Background: an optimization exercise with open tools, aiming at small area. Do not read the settings as production practice. In this exercise RTL edits were held to simulation tests only and were not proved equivalent to the original. No activity file was given, so power comes from the tool's default toggle rates.

==> flow/design.v (outline; a module is shown in full before it is edited, if it fits) <==
// module delay_line: 3 lines
// module mc10101: 13 lines
// module mc10105: 13 lines
// module mc10107: 13 lines
// module mc10109: 10 lines
// module mc10110: 12 lines
// module mc10141: 21 lines
// module mc10158: 5 lines
// module mc10160: 4 lines
// module mc10164: 17 lines
// module mc10174: 21 lines
// module mc10181: 31 lines
// module kl10_edp: 1845 lines
module kl10_edp (
  input clk,
  input ad_cry_06_h,
  input ad_cry_12_h,
  input ad_cry_18_h,
  input ad_cry_24_h,
  input ad_cry_30_h,
  input ad_cry_36_b_h,
  input ad_cry_m02_a_h,
  input adx_cry_06_h,
  input adx_cry_12_h,
  input adx_cry_18_h,
  input adx_cry_24_h,
  input adx_cry_30_h,
  input apr_fm_adr_10_h,
  input apr_fm_adr_1_h,
  input apr_fm_adr_2_h,
  input apr_fm_adr_4_h,
  input apr_fm_block_1_h,
  input apr_fm_block_2_h,
  input apr_fm_block_4_h,
  input armm_00_h,
  input armm_01_h,
  input armm_02_h,
  input armm_03_h,
  input armm_04_h,
  input armm_05_h,
  input armm_06_h,
  input armm_07_h,
  input armm_08_h,
  input armm_09_h,
  input armm_10_h,
  input armm_11_h,
  input armm_12_h,
  input armm_13_h,
  input armm_14_h,
  input armm_15_h,
  input armm_16_h,
  input armm_17_h,
  input armm_18_h,
  input armm_19_h,
  input armm_20_h,
  input armm_21_h,
  input armm_22_h,
  input armm_23_h,
  input armm_24_h,
  input armm_25_h,
  input armm_26_h,
  input armm_27_h,
  input armm_28_h,
  input armm_29_h,
  input armm_30_h,
  input armm_31_h,
  input armm_32_h,
  input armm_33_h,
  input armm_34_h,
  input armm_35_h,
  input arx_36_h,
  input arx_37_h,
  input brx_36_h,
  input cache_data_00_b_h,
  input cache_data_01_b_h,
  input cache_data_02_b_h,
  input cache_data_03_b_h,
  input cache_data_04_b_h,
  input cache_data_05_b_h,
  input cache_data_06_b_h,
  input cache_data_07_b_h,
  input cache_data_08_b_h,
  input cache_data_09_b_h,
  // ...
==> flow/run.sh <==
#!/bin/bash
# synth_recipe.tcl (not shown) runs the flow's synth.tcl, then flattens the netlist and writes it again
# the make line also repeats each setting of config.mk as NAME=value (left out here)
make -C /OpenROAD-flow-scripts/flow DESIGN_CONFIG=/design/flow/config.mk WORK_HOME=/design/flow/orfs CLKGATE_MAP_FILE= SYNTH_SCRIPT=/design/flow/synth_recipe.tcl finish
==> flow/config.mk <==
export PLATFORM = sky130hd
export DESIGN_NAME = kl10_edp
export DESIGN_NICKNAME = kl10_edp
export VERILOG_FILES = /design/flow/design.v
export SDC_FILE = /design/flow/constraint.sdc
export NUM_CORES = 4
export LEC_CHECK = 0
export CAP_MARGIN = 20
export CORE_MARGIN = 2
export CORE_UTILIZATION = 40
export SLEW_MARGIN = 20
==> flow/constraint.sdc <==
create_clock -name core_clock -period 7.0 [get_ports {clk}]
set_input_delay 1.4000 -clock core_clock [delete_from_list [all_inputs] [get_ports {clk}]]
set_output_delay 1.4000 -clock core_clock [all_outputs]
set_load 0.01 [all_outputs]
==> flow_summary.rst, run 1 <==
.. list-table::
   :header-rows: 1

   * - Metric
     - Value
   * - Launching element type of the critical path
     - primary input
   * - Multiplexer fraction of the synthesized cell area
     - 22.6%
   * - Multi-input combinational cell area
     - 14900 µm²
   * - Drt initial violations
     - 4270
   * - Fraction of met1 tracks used by global routing
     - between 50 and 60%
   * - Clk pwr
     - a little under 1 mW
   * - Placeable Area
     - approximately 56000 µm²
   * - Detailed-route via count
     - 26600
   * - Worst relative slew slack
     - a little over a fifth
   * - First-pass detailed-route iteration total
     - 13
   * - Biggest Area Class
     - multi-input combinational cells
   * - Status
     - timing/DRC/antenna clean
   * - Arrival time at the worst endpoint
     - 5.42 ns
   * - GRT Total Usage
     - 43.2%
   * - Power dissipated in sequential cells
     - 1.76 mW
   * - Commonest non-fill, non-tap cells in the layout
     - sky130_fd_sc_hd__clkdlybuf4s50_1 (777), sky130_fd_sc_hd__mux2i_1 (226), sky130_fd_sc_hd__nand2_1 (199)
   * - Number of maximum-capacitance constraint violations
     - 0
   * - Cell internal pwr
     - about 3.7 mW
   * - Final WS setup
     - ~0.18 ns
   * - Total design power
     - approximately 6.4 mW
   * - Setup violation total in the final timing report
     - 0
   * - Share of final-layout standard cells stronger than drive strength 1
     - roughly an eighth
   * - Die footprint
     - around 58000 µm²
   * - Worst setup path class
     - in -> out
   * - FF/Latch Area
     - 5770 µm²
   * - Post-Place Worst Slack
     - about 0.05 ns
   * - Hold WS
     - about 0.63 ns
   * - GRT busiest layer
     - met2
   * - Most frequent standard cell in the layout excluding fill and tap cells
     - sky130_fd_sc_hd__clkdlybuf4s50_1
   * - Non-clock buffer total of the final layout
     - approximately 950
   * - P_leak
     - about 12 nW
   * - Share of cell area taken by flip-flops and latches
     - a little under a fifth
   * - Nets in the synthesized netlist
     - between 2000 and 3000
   * - Final WL
     - approximately 130000 µm
   * - Kind of end point of the critical path
     - output port
   * - Post-CTS resize count
     - 0
   * - Met3 routed WL
     - 17400 µm
   * - Cell Chain, Critical Path
     - clkdlybuf4s50_1 > buf_12 > mux4_2 > mux2i_1 > or4_4 > and3_4 > a221oi_2 > o21ai_1 > nor2b_2 > xnor2_4 > inv_4 > o21ai_0 > clkdlybuf4s50_1
   * - Hold Path Depth
     - 2
   * - Number of clock sinks seen by CTS
     - between 150 and 200
   * - Share of total power in the clock network
     - between 10% and 20%
   * - Met2 WL
     - 58800 µm
   * - # clk buffers
     - 18
   * - Seq cells post-synth
     - roughly 190
   * - Buffer depth of the longest clock path
     - 2
==> run 2, diff against run 1 <==
==> flow/flow/run.sh (new file) <==
#!/bin/bash
set -euo pipefail
export BUFFER_PORTS_ARGS="-buffer_cell sky130_fd_sc_hd__buf_1"
bash standard.sh > standard_flow.log 2>&1
==> flow/standard.sh (new file) <==
#!/bin/bash
# synth_recipe.tcl (not shown) runs the flow's synth.tcl, then flattens the netlist and writes it again
# the make line also repeats each setting of config.mk as NAME=value (left out here)
make -C /OpenROAD-flow-scripts/flow DESIGN_CONFIG=/design/flow/config.mk WORK_HOME=/design/flow/orfs CLKGATE_MAP_FILE= SYNTH_SCRIPT=/design/flow/synth_recipe.tcl "${@:-finish}"
removed: flow/run.sh
==> run 2 against run 1 <==
Effect of this change: flip-flop and latch count did not move; utilization shrank 9.4 points; largest cell class unchanged; non-clock buffer count down 57; die area is the same; critical path type unchanged; via count fell by 2.5%; setup slack gained 0.46 ns; critical endpoint is now ad_cry_01_h; critical path depth decreased by 1; largest power group unchanged.
==> flow_summary.rst, run 2 <==
.. list-table::
   :header-rows: 1

   * - Metric
     - Value
   * - Most frequent standard cell in the layout excluding fill and tap cells
     - sky130_fd_sc_hd__buf_1 (was sky130_fd_sc_hd__clkdlybuf4s50_1)
   * - Minimum clock period after layout
     - 6.37 ns (was 6.82 ns)
   * - Placement-stage cell area
     - 25600 µm² (was 30900 µm²)
   * - Kind of end point of the critical path
     - output port (unchanged)
   * - Adder-cell share of the synthesized area
     - 0.260% (unchanged)
   * - Hold WS
     - 0.617 ns (was 0.626 ns)
   * - Buffer depth of the longest clock path
     - 2 (unchanged)
   * - Most numerous cell in the Yosys netlist
     - sky130_fd_sc_hd__mux2i_1 (unchanged)
   * - Arrival time at the worst endpoint
     - 4.97 ns (was 5.42 ns)
   * - Number of enable flip-flop cells after synthesis
     - 192 (unchanged)
   * - Die Width
     - 242 µm (unchanged)
   * - RSZ-0062 raised after global routing
     - no (unchanged)
   * - Status
     - timing/DRC/antenna clean (unchanged)
   * - Final WS setup
     - 0.634 ns (was 0.178 ns)
   * - Final hold violation count
     - 0 (unchanged)
   * - Fmax
     - 0.157 GHz (was 0.147 GHz)
   * - Starting Density
     - 40.3% (unchanged)
   * - Number of remaining DRC errors
     - 0 (unchanged)
   * - Post-synth top area cell
     - sky130_fd_sc_hd__edfxtp_1 (unchanged)
   * - Post-route standard cell area excluding fillers
     - 26200 µm² (was 31500 µm²)
   * - Combinational family with the most area after synthesis
     - compound AO/OA/AOI/OAI gates (unchanged)
   * - Final core utilization
     - 46.8% (was 56.2%)
   * - Setup violation total in the final timing report
     - 0 (unchanged)
   * - PwrDens
     - 218 nW/µm² (was 204 nW/µm²)
   * - Path class of the lowest-slack min-delay path
     - reg -> reg (unchanged)
   * - Number of slew-limit violations in the final report
     - 0 (unchanged)
   * - Multiplexer fraction of the synthesized cell area
     - 22.6% (unchanged)
   * - H-tree level count
     - 4 (unchanged)
   * - Share of final-layout standard cells stronger than drive strength 1
     - 11.8% (was 13.3%)
   * - Total instance count after detailed placement
     - 3838 (was 3895)
   * - Post-Place Worst Slack
     - 0.651 ns (was 0.0504 ns)
   * - Dominant register cell in the synthesized netlist
     - sky130_fd_sc_hd__edfxtp_1 (unchanged)
   * - Number of buffers inserted during clock tree synthesis
     - 17 (unchanged)
   * - Count of buffers added by post-CTS timing repair for setup
     - 0 (unchanged)
   * - Cell chosen for the clock root
     - sky130_fd_sc_hd__clkbuf_16 (unchanged)
   * - Syn Inst Count
     - 2504 (unchanged)
   * - First-pass detailed-route iteration total
     - 10 (was 13)
   * - Wire length of the first global-routing pass
     - 174000 µm (was 186000 µm)
   * - Global route total overflow
     - 0 (unchanged)
   * - Final WL
     - 125000 µm (was 132000 µm)
   * - Initial antenna violation count
     - 27 (was 25)
   * - Area share of and/or/nand/nor cells after synthesis
     - 14.2% (unchanged)
   * - Worst EP required
     - 5.60 ns (about the same)
   * - Area growth from synthesis to layout
     - 16.2% (was 39.5%)
   * - Distinct cells, synth
     - 89 (unchanged)
   * - Largest fanout on the critical path
     - 11 (was 12)
   * - GRT Total Usage
     - 40.7% (was 43.2%)
   * - Register clock-pin slew on the reported worst setup and hold paths
     - 0.08 ns (about the same)
   * - Net count of the finished layout
     - 3477 (was 3534)
   * - Final antenna-violating net count
     - 0 (unchanged)
   * - Placer Congestion
     - 1.02 (was 1.07)
   * - Drt initial violations
     - 4143 (was 4270)
   * - Sequential element share of the synthesized area
     - 25.5% (unchanged)
   * - Post-synthesis average cell area
     - 9.02 µm² (unchanged)
   * - Launching element type of the critical path
     - primary input (unchanged)
   * - Highest ir drop seen on vdd
     - 0.000170 V (was 0.000192 V)
   * - Commonest non-fill, non-tap cells in the layout
     - sky130_fd_sc_hd__buf_1 (780), sky130_fd_sc_hd__mux2i_1 (226), sky130_fd_sc_hd__nand2_1 (199) (was sky130_fd_sc_hd__clkdlybuf4s50_1 (777), sky130_fd_sc_hd__mux2i_1 (226), sky130_fd_sc_hd__nand2_1 (199))
   * - Die Height
     - 242 µm (unchanged)
   * - Async S/R FF share, synth
     - 0% (unchanged)
   * - Dpl hpwl
     - 98000 µm (was 104000 µm)
   * - Number of warnings reported in the yosys synthesis log
     - 12 (unchanged)
   * - TritonCTS clock tree
     - done (unchanged)
   * - Pin count of the biggest net entering global routing
     - 57 (unchanged)
   * - Placeable Area
     - 56100 µm² (unchanged)
   * - I/O pin cnt
     - 798 (unchanged)
   * - Area share of the largest cell type after synthesis
     - 25.5% (unchanged)
   * - Number of maximum-capacitance constraint violations
     - 0 (unchanged)
   * - Number of clock sinks seen by CTS
     - 192 (unchanged)
   * - Total negative slack
     - 0 ns (unchanged)
   * - Hold buffer count at CTS
     - 0 (unchanged)
   * - Die footprint
     - 58400 µm² (unchanged)
   * - Number of standard-cell rows in the floorplan
     - 87 (unchanged)
   * - Vias in the first global route
     - 23900 (was 25200)
   * - P_leak
     - 9.48 nW (was 11.8 nW)
   * - Vias per inst
     - 6.69 (was 6.75)
   * - Post-CTS resize count
     - 0 (unchanged)
   * - Actual transition at the worst max-transition pin
     - 1.19 ns (was 1.18 ns)
   * - Total design power
     - 5.73 mW (was 6.43 mW)
   * - Worst setup path class
     - in -> out (unchanged)
   * - Biggest area contributors in the synthesized netlist
     - sky130_fd_sc_hd__edfxtp_1 (26%), sky130_fd_sc_hd__mux2i_1 (10%), sky130_fd_sc_hd__mux4_2 (7.3%), sky130_fd_sc_hd__buf_4 (4.9%), sky130_fd_sc_hd__a22oi_1 (4.5%) (unchanged)
   * - Final standard cell count with taps included and fillers excluded
     - 3885 (was 3944)
   * - Setup clock skew after layout
     - 0.0111 ns (was 0.0145 ns)
   * - Per-cell routed wire length
     - 32.2 µm (was 33.6 µm)
   * - Detailed-route via count
     - 26000 (was 26600)
   * - Number of port buffers
     - 788 (unchanged)
   * - Synth cell count leaders
     - sky130_fd_sc_hd__mux2i_1 (226), sky130_fd_sc_hd__nand2_1 (199), sky130_fd_sc_hd__edfxtp_1 (192), sky130_fd_sc_hd__nor2_1 (174), sky130_fd_sc_hd__buf_4 (147) (unchanged)
   * - Seq cells post-synth
     - 192 (unchanged)
   * - Final critical-path share of the clock period
     - 90.9% (was 97.5%)
   * - Area fraction in compound gates after synthesis
     - 23.6% (unchanged)
   * - Total standard cell area after synthesis
     - 22600 µm² (unchanged)
   * - Worst relative slew slack
     - 20.1% (was 21.2%)
   * - Nets in the synthesized netlist
     - 2879 (unchanged)
   * - Clock Latency Late Sink
     - 0.48 ns (was 0.46 ns)
   * - Synth Area in XOR/XNOR
     - 4.86% (unchanged)
==> run 2: cell counts after synthesis <==
Identical to the previous run, type by type.
==> run 2: report_power, final <==
part / internal [mW] / leakage (nW) / switching (mW)
clock: 0.518 / 0.302 / 0.550
combinational: 1.01 / 7.21 / 1.91
sequential: 1.44 / 1.97 / 0.302
==> run 2: kinds of logic after synthesis <==
group | after synthesis
flops | 192
simple gates | 672
mux | 394
compound gates | 748
fa+ha+maj | 5
xor+xnor | 112
buf+inv | 381
==> run 2: path summary, 6_finish.rpt <==
| path | startpoint | to | slack (ns) | depth (start not counted) |
|---|---|---|---|---|
| setup / recovery | cram_adb_sel_2_00_h | ad_cry_01_h | 0.63 | 12 |
| hold / removal | e15_24.value[0] | e15_24.value[1] | 0.62 | 2 |
| setup reg to reg | e51_30.value[3] | e13_30.value[0] | 3.04 | 11 |
| hold reg to reg | e15_24.value[0] | e15_24.value[1] | 0.62 | 2 |
==> run 2: layout make-up <==
type                            instances  area (µm²)
Fill cell                            5628       29800
Antenna cell                           14        35.0
Sequential cell                       192        5770
Inverter                               71         269
Clock inverter                         15         193
Timing Repair Buffer                  889        3740
Multi-Input combinational cell       1931       14900
Tap cell                              756         946
Clock buffer                           17         425
==> run 2: per-layer routing <==
metal | track usage, % | vias to the layer above | share of wire [%]
li1 | - | 10800 | -
met1 | 53.4 | 12600 | 38
met2 | 61.8 | 2172 | 44
met3 | 11.7 | 387 | 13
met4 | 18.6 | 20 | 5.1
met5 | 0 | - | 0.10
==> run 2: critical path, stage by stage <==
cell and delay [ns]:
sky130_fd_sc_hd__buf_1 0.36, sky130_fd_sc_hd__buf_4 0.29, sky130_fd_sc_hd__mux4_2 0.56, sky130_fd_sc_hd__mux2i_1 0.15
sky130_fd_sc_hd__or2_2 0.33, sky130_fd_sc_hd__a221oi_2 0.42, sky130_fd_sc_hd__o21ai_2 0.14, sky130_fd_sc_hd__and2_2 0.24
sky130_fd_sc_hd__xor2_4 0.40, sky130_fd_sc_hd__xnor2_1 0.24, sky130_fd_sc_hd__xor2_1 0.24, sky130_fd_sc_hd__buf_1 0.18
==> run 3, diff against run 2 <==
==> flow/flow/run.sh (replaced) <==
#!/bin/bash
set -euo pipefail
export BUFFER_PORTS_ARGS="-buffer_cell sky130_fd_sc_hd__buf_1"
export RECOVER_POWER=100
bash standard.sh > standard_flow.log 2>&1
--- a/flow/config.mk
+++ b/flow/config.mk
@@ -8,4 +8,4 @@
 export CAP_MARGIN = 20
 export CORE_MARGIN = 2
-export CORE_UTILIZATION = 40
+export CORE_UTILIZATION = 60
 export SLEW_MARGIN = 20
==> run 3 against run 2 <==
Effect of this change: the run now fails in 3_2_place_iop; synthesized area did not move; synthesized cell count did not move.
==> flow_summary.rst, run 3 <==
.. list-table::
   :header-rows: 1

   * - Metric
     - Value
   * - Total standard cell area after synthesis
     - 22600 µm² (unchanged)
   * - Most numerous cell in the Yosys netlist
     - sky130_fd_sc_hd__mux2i_1 (unchanged)
   * - Post-synth top area cell
     - sky130_fd_sc_hd__edfxtp_1 (unchanged)
   * - Status
     - did not finish (was timing/DRC/antenna clean)
   * - Nets in the synthesized netlist
     - 2879 (unchanged)
   * - Synth cell count leaders
     - sky130_fd_sc_hd__mux2i_1 (226), sky130_fd_sc_hd__nand2_1 (199), sky130_fd_sc_hd__edfxtp_1 (192), sky130_fd_sc_hd__nor2_1 (174), sky130_fd_sc_hd__buf_4 (147) (unchanged)
   * - Number of warnings reported in the yosys synthesis log
     - 12 (unchanged)
   * - Area share of the largest cell type after synthesis
     - 25.5% (unchanged)
   * - Die Width
     - 198 µm (was 242 µm)
   * - Async S/R FF share, synth
     - 0% (unchanged)
   * - Distinct cells, synth
     - 89 (unchanged)
   * - Exit stage
     - 3_2_place_iop
   * - Dominant register cell in the synthesized netlist
     - sky130_fd_sc_hd__edfxtp_1 (unchanged)
   * - Syn Inst Count
     - 2504 (unchanged)
   * - Sequential element share of the synthesized area
     - 25.5% (unchanged)
   * - Biggest area contributors in the synthesized netlist
     - sky130_fd_sc_hd__edfxtp_1 (26%), sky130_fd_sc_hd__mux2i_1 (10%), sky130_fd_sc_hd__mux4_2 (7.3%), sky130_fd_sc_hd__buf_4 (4.9%), sky130_fd_sc_hd__a22oi_1 (4.5%) (unchanged)
   * - Error message
     - [ERROR PPL-0024] Number of IO pins (798) exceeds maximum number of available positions (710). Increase the die perimeter from 792.06um to 1085.28um.
   * - Post-synthesis average cell area
     - 9.02 µm² (unchanged)
   * - Die Height
     - 198 µm (was 242 µm)
   * - Number of standard-cell rows in the floorplan
     - 71 (was 87)
   * - Number of enable flip-flop cells after synthesis
     - 192 (unchanged)
   * - Seq cells post-synth
     - 192 (unchanged)
   * - Starting Density
     - 60.4% (was 40.3%)
[run 3: cell counts after synthesis]
No cell type changed its count.
[run 3: cell families after synthesis]
family | Yosys count | share of synthesized area [%]
AO/OA/AOI/OAI | 748 | 23.6
AND/OR/NAND/NOR | 672 | 14.2
multiplexers | 394 | 22.6
buffers and inverters | 381 | 8.97
flip-flops | 192 | 25.5
XOR/XNOR | 112 | 4.86
adder cells (fa/ha/maj) | 5 | 0.260
==> run 4, diff against run 3 <==
--- a/flow/config.mk
+++ b/flow/config.mk
@@ -7,5 +7,6 @@
 export LEC_CHECK = 0
 export CAP_MARGIN = 20
+export CORE_ASPECT_RATIO = 0.5
 export CORE_MARGIN = 2
-export CORE_UTILIZATION = 60
+export CORE_UTILIZATION = 55
 export SLEW_MARGIN = 20
==> run 4 against run 3 <==
Effect of this change: the layout now fails its checks (max-capacitance violations, max-slew violations); synthesized cell count did not move; synthesized area did not move.
==> flow_summary.rst, run 4 <==
.. list-table::
   :header-rows: 1

   * - Metric
     - Value
   * - Sequential element share of the synthesized area
     - 25.5% (unchanged)
   * - Register clock-pin slew on the reported worst setup and hold paths
     - about 0.080 ns
   * - Per-cell routed wire length
     - 30.1 µm
   * - Most frequent standard cell in the layout excluding fill and tap cells
     - sky130_fd_sc_hd__buf_1
   * - Die footprint
     - between 40000 and 50000 µm²
   * - Number of slew-limit violations in the final report
     - between 200 and 300
   * - Number of clock sinks seen by CTS
     - 192
   * - Setup clock skew after layout
     - about 0.018 ns
   * - Largest fanout on the critical path
     - 11
   * - Vias in the first global route
     - roughly 24000
   * - FF/Latch Area
     - about 5800 µm²
   * - Final antenna-violating net count
     - 0
   * - Highest ir drop seen on vdd
     - around 0.00019 V
   * - Arrival time at the worst endpoint
     - 5.38 ns
   * - Number of buffers and inverters on the critical path
     - 2
   * - Number of buffers inserted during clock tree synthesis
     - 17
   * - Most numerous cell in the Yosys netlist
     - sky130_fd_sc_hd__mux2i_1 (unchanged)
   * - Initial antenna violation count
     - 7
   * - Layout check failures
     - max-capacitance violations, max-slew violations
   * - Async S/R FF share, synth
     - 0% (unchanged)
   * - Cell chosen for the clock root
     - sky130_fd_sc_hd__clkbuf_16
   * - R2r worst-path depth
     - 10
   * - Gate family responsible for the most delay along the worst path
     - compound AO/OA/AOI/OAI gates
   * - Distinct cells, synth
     - 89 (unchanged)
   * - Hold Path Depth
     - 2
   * - Multi-input combinational cell area
     - between 10000 and 15000 µm²
   * - Hold buffer count at CTS
     - 0
   * - Share of final-layout standard cells stronger than drive strength 1
     - under 10%
   * - TritonCTS clock tree
     - done
   * - Wire length of the first global-routing pass
     - between 150000 and 200000 µm
   * - Syn Inst Count
     - 2504 (unchanged)
   * - GRT Total Usage
     - about half
   * - Kind of end point of the critical path
     - output port
   * - Total negative slack
     - 0 ns
   * - Minimum clock period after layout
     - 6.78 ns
   * - Post-synthesis average cell area
     - 9.02 µm² (unchanged)
   * - Dpl hpwl
     - 83300 µm
   * - Drt initial violations
     - 4405
   * - Destination of the worst register-to-register timing path
     - e13_30.value[0]
   * - Placer Congestion
     - between 1 and 1.5
   * - Biggest cell delay along the critical path
     - between 0.9 and 1 ns
   * - Source of the worst register-to-register timing path
     - e8_00.value[0]
   * - Synth cell count leaders
     - sky130_fd_sc_hd__mux2i_1 (226), sky130_fd_sc_hd__nand2_1 (199), sky130_fd_sc_hd__edfxtp_1 (192), sky130_fd_sc_hd__nor2_1 (174), sky130_fd_sc_hd__buf_4 (147) (unchanged)
   * - Die Width
     - 291 µm (was 198 µm)
   * - Clock Latency Late Sink
     - about 0.47 ns
   * - Number of remaining DRC errors
     - 0
   * - PwrDens
     - between 200 and 250 nW/µm²
   * - Minimum setup slack among reg-to-reg paths
     - 2.45 ns
   * - Worst relative slew slack
     - -124%
   * - Number of enable flip-flop cells after synthesis
     - 192 (unchanged)
   * - Seq cells post-synth
     - 192 (unchanged)
   * - Final WL
     - about 110000 µm
   * - Dominant register cell in the synthesized netlist
     - sky130_fd_sc_hd__edfxtp_1 (unchanged)
   * - Number of fill cells
     - 3691
   * - Status
     - failed layout checks (was did not finish)
   * - Cell at the slowest stage of the critical path
     - sky130_fd_sc_hd__xor2_1
   * - I/O pin cnt
     - between 700 and 800
   * - Total standard cell area after synthesis
     - 22600 µm² (unchanged)
   * - Starting Density
     - 55.8% (was 60.4%)
   * - RSZ-0062 raised after global routing
     - no
   * - Post-synth top area cell
     - sky130_fd_sc_hd__edfxtp_1 (unchanged)
   * - Endpoint of the worst hold-timing path
     - e15_18.value[1]
   * - Nets in the synthesized netlist
     - 2879 (unchanged)
   * - Detailed-route via count
     - around 26000
   * - Final hold violation count
     - 0
   * - Commonest non-fill, non-tap cells in the layout
     - sky130_fd_sc_hd__buf_1 (765), sky130_fd_sc_hd__mux2i_1 (226), sky130_fd_sc_hd__nand2_1 (199)
   * - Number of warnings reported in the yosys synthesis log
     - 12 (unchanged)
   * - Actual transition at the worst max-transition pin
     - 3.36 ns
   * - Fmax
     - approximately 0.15 GHz
   * - Setup violation total in the final timing report
     - 0
   * - Buffer depth of the longest clock path
     - 2
   * - Area growth from synthesis to layout
     - 12.9%
   * - Pin count of the biggest net entering global routing
     - 57
   * - Final critical-path share of the clock period
     - around 97%
   * - H-tree level count
     - 4
   * - Area share of the largest cell type after synthesis
     - 25.5% (unchanged)
   * - P_leak
     - between 9 and 10 nW
   * - Post-CTS resize count
     - 0
   * - Number of maximum-capacitance constraint violations
     - 7
   * - Global route total overflow
     - 0
   * - Cell Chain, Critical Path
     - clkbuf_1 > mux2i_1 > mux2_2 > or3_1 > nor3b_1 > a221oi_1 > or2_0 > xor2_1 > a221o_1 > buf_1
   * - Number of standard-cell rows in the floorplan
     - 52 (was 71)
   * - Path class of the lowest-slack min-delay path
     - reg -> reg
   * - Die Height
     - 147 µm (was 198 µm)
   * - Count of buffers added by post-CTS timing repair for setup
     - 0
   * - Hold WS
     - between 0.6 and 0.7 ns
   * - Vias per inst
     - slightly above 7
   * - Placeable Area
     - 40500 µm²
   * - Number of port buffers
     - 788
   * - Worst setup path class
     - in -> out
   * - First-pass detailed-route iteration total
     - 12
   * - Net count of the finished layout
     - ~3500
   * - Hold path startpoint
     - e15_18.value[0]
   * - Worst EP required
     - 5.60 ns
   * - Launching element type of the critical path
     - primary input
   * - Biggest area contributors in the synthesized netlist
     - sky130_fd_sc_hd__edfxtp_1 (26%), sky130_fd_sc_hd__mux2i_1 (10%), sky130_fd_sc_hd__mux4_2 (7.3%), sky130_fd_sc_hd__buf_4 (4.9%), sky130_fd_sc_hd__a22oi_1 (4.5%) (unchanged)
## run 4: cell counts after synthesis
No cell type changed its count.
## run 4: stage by stage
step	std cells	util, %	instance area, µm²	worst slack, ns	power (mW)
3_3_place_gp	3608	62.2	25200	0.709	4.43
5_1_grt	3646	63.0	25500	0.183	5.64
3_5_place_dp	3608	62.2	25200	0.687	4.44
2_1_floorplan	2504	-	22600	1.39	3.35
6_report	3648	63.0	25500	0.225	5.52
4_1_cts	3640	63.6	25700	0.677	5.42
## run 4: worst max path at each step
stage	from	endpoint	slack, ns	cells past startpoint
final	cram_ada_sel_1_30_h	ebus_d31	0.22	10
after global routing	cram_adb_sel_2_00_h	ad_overflow_00_l	0.18	12
after CTS	cram_adb_sel_2_00_h	ad_overflow_00_l	0.68	12
after detailed placement	cram_adb_sel_2_00_h	ad_overflow_00_l	0.69	12
after global placement	cram_adb_sel_2_00_h	ebus_d00	0.71	12
after floorplan	cram_ada_sel_1_12_h	ebus_d12	1.39	11
## run 4: where the power goes
group          internal, mW  switching, mW  leakage (nW)
Combinational         0.943           1.82          6.91
Sequential             1.45          0.308          1.97
Clock                 0.469          0.534         0.267
Total                  2.86           2.66          9.15
## run 4: area by class of cell
class	instances	area share (%)
multi-input cells	1931	57.9
flip-flops and latches	192	22.6
repair buffers	875	13.5
well taps	540	2.65
clock buffers	18	1.68
inverters	71	1.06
clock inverters	14	0.496
diodes	7	0.0687
## run 4: worst register-to-register path, delay by kind of cell, from the launching register on
family / cells / cell delay [ns]
multiplexers: 2 / 0.76
flip-flops: 1 / 0.72
XOR/XNOR: 1 / 0.92
AND/OR/NAND/NOR: 2 / 0.55
AO/OA/AOI/OAI: 5 / 1.42
## run 4: logic make-up after synthesis
| logic type | share of synthesized area [%] |
|---|---|
| adders and majority gates | 0.260 |
| muxes | 22.6 |
| buffers and inverters | 8.97 |
| AOI/OAI and AO/OA | 23.6 |
| xor gates and xnor gates | 4.86 |
| DFF | 25.5 |
| and+or+nand+nor | 14.2 |
## run 4: layer usage
metal / vias to the layer above / part of all wire (%) / global-route usage, %
met1: 12300 / 36 / 65.9
met2: 2498 / 42 / 71.6
met3: 470 / 16 / 15.1
met4: 0 / 5.7 / 23.7
li1: 10800 / - / -
met5: - / 0 / 0

==> static timing again, ports no longer ideal <==
Ports are ideal in the flow. The routed layouts listed here were re-timed in OpenROAD.
Step 1 assumes that a clkbuf_16 drives the clock port and a buf_2 every other input.
Step 2, shift: input delay + t, output delay - t, t = (earliest + latest rising clock arrival at the registers) / 2. This alone moves slack from input paths to output paths.
a / b / c = ideal ports / drivers / drivers and shift; a / b = the first two.
run	t, ns	slack for setup (ns)	hold WS [ns]
run 1	0.519	0.178 / 0.125 / 0.125	0.626 / 0.626 / 0.626
run 2	0.530	0.634 / 0.608 / 0.608	0.617 / 0.617 / 0.617
run 4	0.526	0.225 / 0.198 / 0.198	0.616 / 0.616 / 0.616
The setup slack of run 1, which loses most, moves by -0.053 ns with the drivers and by -0.053 ns with both steps.
